What follows belongs to an exercise in optimizing a design on an open flow for small area, a short achievable clock period and few clock cycles; a production flow would make more cautious choices.
In this exercise RTL edits were held to simulation tests only and were not proved equivalent to the original.
No activity file was given, so power comes from the tool's default toggle rates.

run A:
==> module cpu, before the edit <==
module cpu(input clk, reset, input [15:0] i_mem_rddata, output logic o_mem_rd, o_mem_wr, output logic [15:0] o_mem_addr, o_mem_wrdata);
	logic [15:0] r0, r1, r2, r3, r4, r5, r6, r7;
	logic n, z;
	logic [15:0] A;       
	logic wr;             
	logic rd;             
	logic ldc;            
	logic av;             
	logic [15:1] L;       
	logic lw;             
	logic [2:0] ldx;      
	logic [15:0] opA, opB;
	logic ecin, ewe, efl;
	logic [2:0] ed;
	wire [15:0] I = i_mem_rddata;
	wire [4:0] op = I[4:0];
	wire [2:0] X = I[7:5];
	wire [2:0] Y = I[10:8];
	wire [7:0] imm8 = I[15:8];
	wire [10:0] imm11 = I[15:5];
	function automatic [15:0] bkadd(input [15:0] x, input [15:0] y, input c0);
		logic [15:0] g, p, G, P;
		integer i, s;
		begin
			g = x & y;
			p = x ^ y;
			G = g;
			P = p;
			G[0] = g[0] | (p[0] & c0);
			for (s = 1; s < 16; s = s * 2)
				for (i = 2*s-1; i < 16; i = i + 2*s) begin
					G[i] = G[i] | (P[i] & G[i-s]);
					P[i] = P[i] & P[i-s];
				end
			for (s = 4; s >= 1; s = s / 2)
				for (i = 3*s-1; i < 16; i = i + 2*s) begin
					G[i] = G[i] | (P[i] & G[i-s]);
					P[i] = P[i] & P[i-s];
				end
			bkadd = p ^ {G[14:0], c0};
		end
	endfunction
	wire [15:0] res = opA + opB + {15'b0, ecin};
	wire res_z = (opA[0] ^ opB[0]) == ecin &&
	             ((opA[15:1] ^ opB[15:1]) == (opA[14:0] | opB[14:0]));
	wire n_e = efl ? res[15] : n;
	wire z_e = efl ? res_z : z;
	wire [15:0] wdr = reset ? 16'b0 : res;
	wire [7:0] wen = {8{reset}} | ({7'b0, ewe} << ed);
	always @(posedge clk) begin
		if (wen[0]) r0 <= wdr;
		if (wen[1]) r1 <= wdr;
		if (wen[2]) r2 <= wdr;
		if (wen[3]) r3 <= wdr;
		if (wen[4]) r4 <= wdr;
		if (wen[5]) r5 <= wdr;
		if (wen[6]) r6 <= wdr;
		if (wen[7]) r7 <= wdr;
	end
	always @(posedge clk) begin
		if (reset) begin
			n <= 1'b0;
			z <= 1'b0;
		end else begin
			n <= n_e;
			z <= z_e;
		end
	end
	logic [15:0] rxf, ryf;
	always @(*) begin
		case (X)
			3'd0: rxf = r0; 3'd1: rxf = r1; 3'd2: rxf = r2; 3'd3: rxf = r3;
			3'd4: rxf = r4; 3'd5: rxf = r5; 3'd6: rxf = r6; default: rxf = r7;
		endcase
		case (Y)
			3'd0: ryf = r0; 3'd1: ryf = r1; 3'd2: ryf = r2; 3'd3: ryf = r3;
			3'd4: ryf = r4; 3'd5: ryf = r5; 3'd6: ryf = r6; default: ryf = r7;
		endcase
	end
	wire [15:0] rx = (ewe && ed == X) ? res : rxf;
	wire [15:0] ry = (ewe && ed == Y) ? res : ryf;
	wire jmp   = op[3];
	wire ldst  = ~op[4] & ~op[3] & op[2];
	wire isst  = op[0];
	wire mvhi  = op[4] & op[2];
	wire alu   = ~op[3] & ~ldst;
	wire domov = ~op[1] & ~op[0] & ~mvhi;           
	wire dosub = op[1] & ~mvhi;                     
	wire aluw  = alu & ~(op[1] & op[0]);            
	wire aluf  = alu & ~domov & ~mvhi;              
	wire link  = jmp & op[2];                       
	wire cond  = (~op[1] & ~op[0]) | (op[0] & z_e) | (op[1] & n_e);
	wire xrel  = ~(op[4] & op[3]);                  
	wire yrel  = ~op[4] & ~op[3];                   
	wire haz  = (ldc & ((xrel & (X == ldx)) | (yrel & (Y == ldx)) | (link & (ldx == 3'd7))))
	          | (wr & (A[15:1] == L));
	wire ex   = av & ~haz;
	wire dacc = ex & ldst;
	wire tk   = ex & jmp & cond;
	wire now_data = wr | ldc;
	wire [15:0] incw = bkadd({1'b0, now_data ? L : A[15:1]}, 16'b0, 1'b1);
	wire [15:1] inc = incw[14:0];                          
	wire [15:1] pc2 = now_data ? inc : A[15:1];           
	wire [15:1] tgt = op[4] ? (L + {{4{imm11[10]}}, imm11} + 15'd1) :
	                  ((op[2] & (X == 3'd7)) ? pc2 : rx[15:1]);
	logic [15:0] A_n;
	always @(*) begin
		if (av & haz) A_n = {L, 1'b0};
		else if (dacc) A_n = ry;
		else if (tk) A_n = {tgt, 1'b0};
		else A_n = {inc, 1'b0};
	end
	logic [15:0] b;
	always @(*) begin
		if (~op[4]) b = ry;
		else if (op[2]) b = {imm8, 8'b0};
		else b = {{8{imm8[7]}}, imm8};
	end
	always @(posedge clk) begin
		if (lw) begin
			opA <= 16'b0;
			opB <= I;
			ecin <= 1'b0;
			ed <= ldx;
		end else if (link) begin
			opA <= {pc2, 1'b0};
			opB <= 16'b0;
			ecin <= 1'b0;
			ed <= 3'd7;
		end else begin
			opA <= domov ? 16'b0 : rx;
			opB <= dosub ? ~b : b;
			ecin <= dosub;
			ed <= X;
		end
	end
	always @(posedge clk) begin
		if (reset) begin
			A <= 16'b0;
			wr <= 1'b0;
			rd <= 1'b1;
			ldc <= 1'b0;
			av <= 1'b0;
			lw <= 1'b0;
			ewe <= 1'b0;
			efl <= 1'b0;
		end else begin
			A <= A_n;
			wr <= dacc & isst;
			rd <= ~(dacc & isst);
			ldc <= dacc & ~isst;
			av <= ~now_data & ~tk;
			lw <= ldc;
			ewe <= lw | (ex & (aluw | link));
			efl <= ex & aluf;
		end
	end
	always @(posedge clk) begin
		if (~now_data) L <= A[15:1];
		if (dacc) ldx <= X;
	end
	always @(*) begin
		o_mem_addr = A;
		o_mem_wr = wr;
		o_mem_rd = rd;
		o_mem_wrdata = opA;
	end
endmodule
==> flow/config.mk <==
export PLATFORM = sky130hd
export DESIGN_NAME = cpu
export DESIGN_NICKNAME = cpu
export VERILOG_FILES = /design/flow/design.v
export SDC_FILE = /design/flow/constraint.sdc
export NUM_CORES = 4
export LEC_CHECK = 0
export ABC_AREA = 1
export CAP_MARGIN = 20
export CORE_MARGIN = 2
export CORE_UTILIZATION = 40
export CTS_CLUSTER_DIAMETER = 60
export CTS_CLUSTER_SIZE = 30
export SETUP_SLACK_MARGIN = 4.5
export SLEW_MARGIN = 20
==> flow/constraint.sdc <==
create_clock -name core_clock -period 7.5 [get_ports {clk}]
set_input_delay 1.5000 -clock core_clock [delete_from_list [all_inputs] [get_ports {clk}]]
set_output_delay 1.5000 -clock core_clock [all_outputs]
set_load 0.01 [all_outputs]
run.sh (not shown) runs the stock make flow with config.mk's settings and CLKGATE_MAP_FILE= SYNTH_SCRIPT=/design/flow/synth_recipe.tcl, a recipe that flattens the netlist after the stock synthesis.
Run A went all the way through the flow, and no timing, DRC or antenna check failed.
Testbench counts of run A, summed over its fixed seeds: cycles 75,890.
### run A -> run B
--- a/flow/design.v
+++ b/flow/design.v
@@ -6,7 +6,7 @@
 	logic rd;             
 	logic ldc;            
 	logic av;             
-	logic [15:1] L;       
+	logic nd;             
 	logic lw;             
 	logic [2:0] ldx;      
 	logic [15:0] opA, opB;
@@ -93,15 +93,16 @@
 	wire xrel  = ~(op[4] & op[3]);                  
 	wire yrel  = ~op[4] & ~op[3];                   
 	wire haz  = (ldc & ((xrel & (X == ldx)) | (yrel & (Y == ldx)) | (link & (ldx == 3'd7))))
-	          | (wr & (A[15:1] == L));
+	          | (wr & (A[8:1] == L[8:1]));    
 	wire ex   = av & ~haz;
 	wire dacc = ex & ldst;
 	wire tk   = ex & jmp & cond;
-	wire now_data = wr | ldc;
+	wire now_data = nd;
+	wire [15:1] L = opB[15:1];
 	wire [15:0] incw = bkadd({1'b0, now_data ? L : A[15:1]}, 16'b0, 1'b1);
 	wire [15:1] inc = incw[14:0];                          
 	wire [15:1] pc2 = now_data ? inc : A[15:1];           
-	wire [15:1] tgt = op[4] ? (L + {{4{imm11[10]}}, imm11} + 15'd1) :
+	wire [15:1] tgt = op[4] ? ((now_data ? L : A[15:1]) + {{4{imm11[10]}}, imm11} + {14'b0, now_data}) :
 	                  ((op[2] & (X == 3'd7)) ? pc2 : rx[15:1]);
 	logic [15:0] A_n;
 	always @(*) begin
@@ -112,7 +113,8 @@
 	end
 	logic [15:0] b;
 	always @(*) begin
-		if (~op[4]) b = ry;
+		if (ldst) b = {now_data ? L : A[15:1], 1'b0};    
+		else if (~op[4]) b = ry;
 		else if (op[2]) b = {imm8, 8'b0};
 		else b = {{8{imm8[7]}}, imm8};
 	end
@@ -138,6 +140,7 @@
 		if (reset) begin
 			A <= 16'b0;
 			wr <= 1'b0;
+			nd <= 1'b0;
 			rd <= 1'b1;
 			ldc <= 1'b0;
 			av <= 1'b0;
@@ -147,6 +150,7 @@
 		end else begin
 			A <= A_n;
 			wr <= dacc & isst;
+			nd <= dacc;
 			rd <= ~(dacc & isst);
 			ldc <= dacc & ~isst;
 			av <= ~now_data & ~tk;
@@ -156,7 +160,6 @@
 		end
 	end
 	always @(posedge clk) begin
-		if (~now_data) L <= A[15:1];
 		if (dacc) ldx <= X;
 	end
 	always @(*) begin
Results
Going from run A to run B, the core utilization was found to have gone down by 0.72 points.
Taking run A as the reference, in run B count of filler cells inserted in the layout level; pin slew with the least headroom to its limit moved down; simple-gate area share of the yosys netlist moved up.
Delta (run B minus run A): number of nets produced by synthesis neither gained nor lost much; cell leakage power lost 0.29 nW; power lost about 8%.
Testbench counts of run B, summed over its fixed seeds: cycles 75,905.

port drivers added, routing unchanged:
The flow's constraints put no driver on any port. The routed layouts listed below were extracted and timed again, unchanged, in two steps. Step 1 (the two cells are an assumption about what drives the block):
set clk [get_ports {clk}]
set_driving_cell -lib_cell sky130_fd_sc_hd__clkbuf_16 $clk
set_driving_cell -lib_cell sky130_fd_sc_hd__buf_2 [delete_from_list [all_inputs] $clk]
Step 2 also shifts input and output timing later by t, the mid clock arrival at the registers, as if the neighbouring blocks saw the same clock. a / b / c = ideal / step 1 / step 2; a / b = the first two.
run | t, ns | setup slack, ns | worst register clock-pin slew, ns
run A | 0.593 | 4.497 / 4.482 / 3.906 | 0.08 / 0.08
run B | 0.501 | 4.464 / 4.456 / 3.955 | 0.09 / 0.09
After both steps setup and hold are still met in every run listed. For run A, which loses most, drivers alone change the setup slack by -0.015 ns; drivers and shift together by -0.591 ns.
